What follows belongs to an exercise in optimizing a design on an open flow for small area, a short achievable clock period and few clock cycles; a production flow would make more cautious choices. Function not checked in this run: the RTL went through the layout flow alone. Power is estimated from default activity; no workload was simulated.

<file path="flow/config.mk">
export PLATFORM = sky130hd
export DESIGN_NAME = fast_top_level
export DESIGN_NICKNAME = fast_top_level
export VERILOG_FILES = /design/flow/design.v
export SDC_FILE = /design/flow/constraint.sdc
export NUM_CORES = 4
export LEC_CHECK = 0
export CAP_MARGIN = 20
export CORE_MARGIN = 2
export CORE_UTILIZATION = 40
export PLACE_DENSITY = 0.6
export SLEW_MARGIN = 20
</file>
<file path="flow/constraint.sdc">
create_clock -name core_clock -period 8.0 [get_ports {clk}]
set_input_delay 1.6000 -clock core_clock [delete_from_list [all_inputs] [get_ports {clk}]]
set_output_delay 1.6000 -clock core_clock [all_outputs]
set_load 0.01 [all_outputs]
</file>
<file path="flow/design.v">
`timescale 1ns / 10ps
module fast_top_level #(
    parameter X_MAX = 64,
    parameter Y_MAX = 64,
    parameter THRESHOLD = 20
) (
    input logic clk, n_rst,
    input logic [7:0] SRAM_in_gaus,
    input logic new_trans, SRAM_in_fast,
    input logic [$clog2(X_MAX) - 1:0] max_x, max_y,
    output logic write_SRAM_fast, read_SRAM_gaus, read_SRAM_fast, write_SRAM_OUT, done,
    output logic signed [$clog2(X_MAX):0] x_addr_gaus, y_addr_gaus, x_addr_fast, y_addr_fast, x_addr_OUT, y_addr_OUT,
    output logic [23:0] SRAM_OUT_wdata
);
localparam int K    = 13;            
localparam int P    = K + 6;         
localparam int CI   = 3 * P + 1;     
localparam int LEN  = 6 * P + 3;     
localparam int GI   = 2 * P + 2;     
localparam int GLEN = 4 * P + 5;     
localparam int TE   = 3 * P + 4;     
localparam int TW   = 5 * P + 9;     
localparam int AW   = $clog2(X_MAX) + 1;
logic [5:0] mxq, myq;                
logic signed [7:0] xend, xlast, hlim;
logic ntq, busy, fin, finq;
logic [6:0] tc;
logic e_go, w_go;
always_ff @(posedge clk) begin
    mxq   <= max_x;
    myq   <= max_y;
    xend  <= $signed({2'b0, mxq}) + 8'sd2;                  
    xlast <= $signed({2'b0, mxq}) - 8'sd1;                  
    hlim  <= $signed({2'b0, myq}) + 8'sd2 - 8'(K);          
end
always_ff @(posedge clk, negedge n_rst) begin
    if (!n_rst) begin
        ntq  <= 1'b0;
        busy <= 1'b0;
        finq <= 1'b0;
        done <= 1'b0;
        tc   <= '0;
    end else begin
        ntq  <= new_trans;
        finq <= fin;
        if (ntq)      busy <= 1'b1;
        else if (fin) busy <= 1'b0;
        if (new_trans) done <= 1'b0;
        else if (finq) done <= 1'b1;
        if (ntq)                  tc <= '0;
        else if (tc != 7'(TW))    tc <= tc + 7'd1;
    end
end
assign e_go = busy && (tc >= 7'(TE));
assign w_go = busy && (tc == 7'(TW));
logic signed [7:0] rx, ry, ry0, ex, ey, ey0, wx, wy, wy0;
logic [4:0] rr, er, wr;
slot_cnt #(.K(K)) cnt_r (.clk(clk), .init(ntq), .adv(busy), .xend(xend),
                         .x(rx), .r(rr), .y(ry), .y0(ry0));
slot_cnt #(.K(K)) cnt_e (.clk(clk), .init(ntq), .adv(e_go), .xend(xend),
                         .x(ex), .r(er), .y(ey), .y0(ey0));
slot_cnt #(.K(K)) cnt_w (.clk(clk), .init(ntq), .adv(w_go), .xend(xend),
                         .x(wx), .r(wr), .y(wy), .y0(wy0));
assign read_SRAM_gaus = busy;
assign x_addr_gaus    = rx[AW-1:0];
assign y_addr_gaus    = ry[AW-1:0];
logic [8*LEN-1:0] pl;
always_ff @(posedge clk)
    pl <= {pl[8*LEN-9:0], SRAM_in_gaus};
function automatic integer ptap(input integer dx, input integer dy);
    ptap = CI - (dx * P + dy);
endfunction
logic [7:0] cp, cm;
logic cp_ok, cm_ok;
always_ff @(posedge clk) begin
    cp    <= pl[8*(CI-1) +: 8] + 8'(THRESHOLD);
    cp_ok <= pl[8*(CI-1) +: 8] < 8'(256 - THRESHOLD);
    cm    <= pl[8*(CI-1) +: 8] - 8'(THRESHOLD);
    cm_ok <= pl[8*(CI-1) +: 8] >= 8'(THRESHOLD);
end
localparam int NR = 16;
function automatic integer rdx(input integer k);
    case (k)
        0: rdx = 0;   1: rdx = 1;   2: rdx = 2;   3: rdx = 3;
        4: rdx = 3;   5: rdx = 3;   6: rdx = 2;   7: rdx = 1;
        8: rdx = 0;   9: rdx = -1; 10: rdx = -2; 11: rdx = -3;
       12: rdx = -3; 13: rdx = -2; 14: rdx = 0;  default: rdx = -1;
    endcase
endfunction
function automatic integer rdy(input integer k);
    case (k)
        0: rdy = 3;   1: rdy = 3;   2: rdy = 2;   3: rdy = 1;
        4: rdy = 0;   5: rdy = -1;  6: rdy = -2;  7: rdy = -3;
        8: rdy = -3;  9: rdy = -3; 10: rdy = -2; 11: rdy = -1;
       12: rdy = 0;  13: rdy = 2;  14: rdy = 0;  default: rdy = 3;
    endcase
endfunction
logic [NR-1:0] sb, sd;               
always_ff @(posedge clk) begin
    for (int k = 0; k < NR; k++) begin
        if (k == 14) begin
            sb[k] <= 1'b0;
            sd[k] <= 1'b0;
        end else begin
            sb[k] <= cp_ok && (pl[8*ptap(rdx(k), rdy(k)) +: 8] >= cp);
            sd[k] <= cm_ok && (pl[8*ptap(rdx(k), rdy(k)) +: 8] <= cm);
        end
    end
end
logic [2*NR-1:0] bw, dw;
logic arc;
always_comb begin
    bw = {sb, sb};
    dw = {sd, sd};
    arc = 1'b0;
    for (int i = 0; i < NR; i++)
        if (&bw[i +: 9] || &dw[i +: 9]) arc = 1'b1;
end
logic own_e, rd_e, corner_e;
assign own_e    = (er >= 5'd3) && (er < 5'(K + 3));
assign rd_e     = (er < 5'd3) || (er == 5'(P - 1));
assign corner_e = arc && own_e && (ex >= 8'sd0) && (ex <= xlast) && (ey < $signed({2'b0, myq}));
logic wf_q, rf_q;
always_ff @(posedge clk, negedge n_rst) begin
    if (!n_rst) begin
        wf_q <= 1'b0;
        rf_q <= 1'b0;
    end else begin
        wf_q <= busy && corner_e;
        rf_q <= busy && rd_e;
    end
end
logic signed [7:0] xf_q, yf_q;
always_ff @(posedge clk) begin
    if (er == 5'(P - 1)) begin
        xf_q <= (ex == xend) ? 8'sd0 : ex + 8'sd1;
        yf_q <= (ex == xend) ? ey0 + 8'(K - 4) : ey0 - 8'sd4;
    end else begin
        xf_q <= ex;
        yf_q <= ey;
    end
end
assign write_SRAM_fast = wf_q;
assign read_SRAM_fast  = rf_q;
assign x_addr_fast     = xf_q[AW-1:0];
assign y_addr_fast     = yf_q[AW-1:0];
logic wf_d, rf_d;
logic [GLEN-1:0] gl;
always_ff @(posedge clk) begin
    wf_d <= wf_q;
    rf_d <= rf_q;
    gl   <= {gl[GLEN-2:0], rf_d ? SRAM_in_fast : wf_d};
end
function automatic integer gtap(input integer dx, input integer dy);
    gtap = GI - (dx * P + dy);
endfunction
logic ring_any, ring_later, w_row, w_last;
always_comb begin
    ring_later = gl[gtap(-2, 1)] | gl[gtap(-1, 2)] | gl[gtap(0, 2)]
               | gl[gtap(1, 2)]  | gl[gtap(2, 1)]  | gl[gtap(2, 0)];
    ring_any   = ring_later
               | gl[gtap(2, -1)] | gl[gtap(1, -2)] | gl[gtap(0, -2)]
               | gl[gtap(-1, -2)] | gl[gtap(-2, -1)] | gl[gtap(-2, 0)];
end
assign w_row  = (wr >= 5'd1) && (wr <= 5'(K));
assign w_last = (wr == 5'(K)) && (wx == xlast) && (wy0 >= hlim);
assign fin    = w_go && w_last;
logic wo_q, yel_q;
logic signed [7:0] xo_q, yo_q;
always_ff @(posedge clk, negedge n_rst) begin
    if (!n_rst) wo_q <= 1'b0;
    else        wo_q <= w_go && w_row && (gl[GI] || ring_any);
end
always_ff @(posedge clk) begin
    xo_q  <= wx;
    yo_q  <= wy;
    yel_q <= gl[GI] && !ring_later;
end
assign write_SRAM_OUT = wo_q;
assign x_addr_OUT     = xo_q[AW-1:0];
assign y_addr_OUT     = yo_q[AW-1:0];
assign SRAM_OUT_wdata = {8'hFF, yel_q ? 8'hFF : 8'h20, yel_q ? 8'h00 : 8'h90};
endmodule
module slot_cnt #(
    parameter int K = 13
) (
    input  logic clk,
    input  logic init, adv,
    input  logic signed [7:0] xend,
    output logic signed [7:0] x, y, y0,
    output logic [4:0] r
);
localparam int P = K + 6;
always_ff @(posedge clk) begin
    if (init) begin
        x  <= -8'sd3;
        r  <= '0;
        y  <= -8'sd3;
        y0 <= '0;
    end else if (adv) begin
        if (r == 5'(P - 1)) begin
            r <= '0;
            if (x == xend) begin
                x  <= '0;
                y0 <= y0 + 8'(K);
                y  <= y0 + 8'(K - 3);
            end else begin
                x  <= x + 8'sd1;
                y  <= y0 - 8'sd3;
            end
        end else begin
            r <= r + 5'd1;
            y <= y + 8'sd1;
        end
    end
end
endmodule
</file>
<file path="flow/run.sh">
#!/bin/bash
# synth_recipe.tcl (not shown) runs the flow's synth.tcl, then flattens the netlist and writes it again
# the make line also repeats each setting of config.mk as NAME=value (left out here)
make -C /OpenROAD-flow-scripts/flow DESIGN_CONFIG=/design/flow/config.mk WORK_HOME=/design/flow/orfs CLKGATE_MAP_FILE= SYNTH_SCRIPT=/design/flow/synth_recipe.tcl finish
</file>
==> summary.md <==
| Metric | Value |
|---|---|
| Number of buffers inserted to repair setup after CTS | `0` |
| Post-synth EDFFs | `0` |
| TritonCTS clock tree | `built` |
| Worst-path clk slew | `0.07 ns` |
| Antenna Nets Post-Route | `0` |
| Crit start category | `flip-flop` |
| Drt drc | `0` |
| Fin area | `~40000 um^2` |
| Final Hold Fails | `0` |
| Seq. cell area | `24500 um^2` |
| Worst Setup Path Type | `reg2out` |
| Cells after Synth | `2616` |
| Area occupied by multi-input gates | `around 9000 um^2` |
| First-pass GRT wire length | `between 90 and 100 mm` |
| Die span in y | `297 um` |
| Clock sink count | `1222` |
| Top Ports | `95` |
| Data arrival time of the critical path | `1.99 ns` |
| Syn avg cell area | `~13 um^2` |
| Post-CTS resize count | `0` |
| Skew final | `0.0315 ns` |
| Vias per inst | `4.63` |
| Kind of end point of the critical path | `primary output` |
| Required time of the critical path | `6.40 ns` |
| Post-place instance area | `about 36000 um^2` |
| Final Routed Wirelength | `62.0 mm` |
| Yosys top cell by area | `dfxtp_1` |
| Period Utilization, post-route | `0.448` |
| First drt pass iteration count | `5` |
| Fillcell total | `~7500` |
| Routed vias | `18400` |
| Fmax | `279 MHz` |
| Outcome | `complete, no violations` |
| Library cell with the highest instance count after synthesis | `dfxtp_1` |
| Hold Slack | `0.300 ns` |
| Slew margin rel. | `0.279` |
| Max Cap Viol | `0` |
| Max-slew violations | `0` |
| Crit path time final | `3.59 ns` |
| Predominant post-synthesis flop cell | `dfxtp_1` |
| Critical path's slowest cell | `dfrtp_1` |
| Initial Util | `0.403` |
| Clk Latency, worst-skew pair | `~0.68 ns` |
| Pwr Total | `11.8 mW` |
| Top cells by area, synth | `dfxtp_1 (70%), ha_1 (9.2%), a21oi_1 (1.8%)` |
| Worst-path maximum fanout | `16` |
| Clock buffer depth | `3` |
| Yosys cell types | `61` |
| RSZ-0062 raised after global routing | `false` |
| Initial antenna violation count | `3` |
| Worst vdd ir | `about 230 uV` |
| Site row count | `107` |
| Hpwl dp | `40.0 mm` |
| Root Driver | `clkbuf_16` |
| Maximum number of pins on one net before global-route repair | `77` |
| P_leak | `17.3 nW` |
| #FFs+latches synth | `1222` |
| Nets@finish | `3022` |
| Delay-heaviest family, CP | `flip-flops` |
| GRT Total Usage | `0.140` |
| Register area share after synthesis | `0.715` |
| CTS H-tree lvls | `3` |
| HP Class | `reg2reg` |
| Bufs and invs on worst path | `1` |
| Synth top cells by count | `dfxtp_1 (1208), ha_1 (252), a21oi_1 (124), o21ai_0 (103), inv_1 (96)` |
| Wirelength per Cell | `15.6 um` |
| Layout cells sized above 1 | `0.0705` |
| Synth async-reset ratio | `0.0115` |
| Final Setup Violations | `0` |
| Hold_buf cts | `0` |
| Final core utilization | `0.471` |
| Vias in the first global route | `18600` |
| GP Congestion | `slightly above 0.8` |
| Chip width | `297 um` |
| Crit path cell chain | `clkdlybuf4s50_1` |
| Full die area | `between 80000 and 90000 um^2` |
| CP max stage delay | `0.68 ns` |
| Setup TNS Final | `0 ns` |
| Core area | `between 80000 and 90000 um^2` |
| 1st-iter DRT viols | `839` |
| PD cells | `295 nW/um^2` |
| Slew at the pin with the worst max-slew slack | `1.08 ns` |
| Ys Warns | `2` |
| Synth top area share | `0.704` |
| Layout area overhead | `16.8%` |
| Grt ovf | `0` |
| Clock buffer count from CTS | `110` |
| Antenna cells | `0` |
| PortBufs | `79` |
| Mapped cell area | `34300 um^2` |
sequential cells by signal (all words and copies together), names as in the netlist, 8 cells and up:
name / cells
cnt_e.x: 8
sd: 15
cnt_e.y0: 8
hlim: 8
cnt_w.x: 8
cnt_r.x: 8
cnt_w.y0: 8
cnt_e.y: 8
pl: 936
gl: 80
sb: 15
kinds of logic (layout without fill, tap and decap cells):
logic type / Yosys count / count (layout) / synth area share
adder cells (fa/ha/maj): 252 / 252 / 0.0918
flip-flops: 1222 / 1222 / 0.715
buffers and inverters: 174 / 383 / 0.0226
multiplexers: 13 / 13 / 0.00386
AND/OR/NAND/NOR: 441 / 441 / 0.0663
XOR/XNOR: 108 / 108 / 0.0276
AO/OA/AOI/OAI: 404 / 404 / 0.0730
other: 2 / 15 / 0.000219
worst paths after layout:
path	endpoint	slack (ns)	start	cells past startpoint
worst max register to register	cnt_w.y0[7]	4.70	busy	7
max in group asynchronous	ntq	6.01	n_rst	1
min in group asynchronous	wf_q	1.43	n_rst	1
worst min register to register	pl[84]	0.30	pl[76]	0
worst min-delay path	pl[84]	0.30	pl[76]	0
worst max-delay path	read_SRAM_gaus	4.41	busy	1
placed cells by master (no fill, tap or decap), types with 13 or more instances in the layout:
master	instances
o21a_1	24
o21ai_0	103
a21o_1	53
nand4_1	34
xnor2_1	55
and3_1	31
clkbuf_16	113
inv_1	96
nor2b_1	36
conb_1	15
ha_1	252
nand2b_1	31
clkinv_2	15
clkdlybuf4s50_1	79
dfrtp_1	13
nor2_1	85
a21boi_0	16
clkbuf_8	22
dfxtp_1	1207
nand3_1	52
a21oi_1	124
xor2_1	53
clkbuf_1	19
nand2_1	87
nor3_1	37
layer usage:
layer	GRT usage	share of wire	vias up
met4	0.0562	0.030	0
li1	-	-	9116
met3	0.0241	0.037	132
met1	0.188	0.48	8820
met2	0.225	0.45	371
met5	0	0	-
power by group:
group / switching [mW] / total [mW] / internal (mW)
Combinational: 0.0693 / 0.135 / 0.0659
Sequential: 0.0624 / 6.29 / 6.23
Clock: 2.21 / 5.42 / 3.20
Total: 2.35 / 11.8 / 9.49
per-stage QoR:
step                      setup slack [ns]  cells
after detailed placement              4.81   3778
after global routing                  4.34   3982
after floorplan                       5.73   2629
after global placement                4.94   3778
final                                 4.41   3982
after CTS                             4.37   3982
layout make-up:
type	instances	area share
inverters	97	0.00908
clock inverters	50	0.0167
repair buffers	82	0.0203
clock buffers	154	0.0799
flip-flops and latches	1222	0.612
well taps	1144	0.0357
multi-input cells	1233	0.226

## separate check: timing with driven ports
The flow's constraints put no driver on any port. The routed layout listed below was extracted and timed again, unchanged, in two steps.
Step 1, drivers: a clkbuf_16 drives clk and a buf_2 each remaining input, both assumed.
Step 2 also shifts input and output timing later by t, the mid clock arrival at the registers, as if the neighbouring blocks saw the same clock.
a / b / c = ideal ports / drivers / drivers and shift; a / b = the first two.
t, ns: 0.722
slack for setup (ns): 4.413 / 4.348 / 4.705
worst slew at a driven data input, ns: 0.04
pins driven straight from the clock port: 1
After both steps this run still meets setup and hold. The setup slack of this run moves by -0.065 ns with the drivers and by +0.292 ns with both steps.
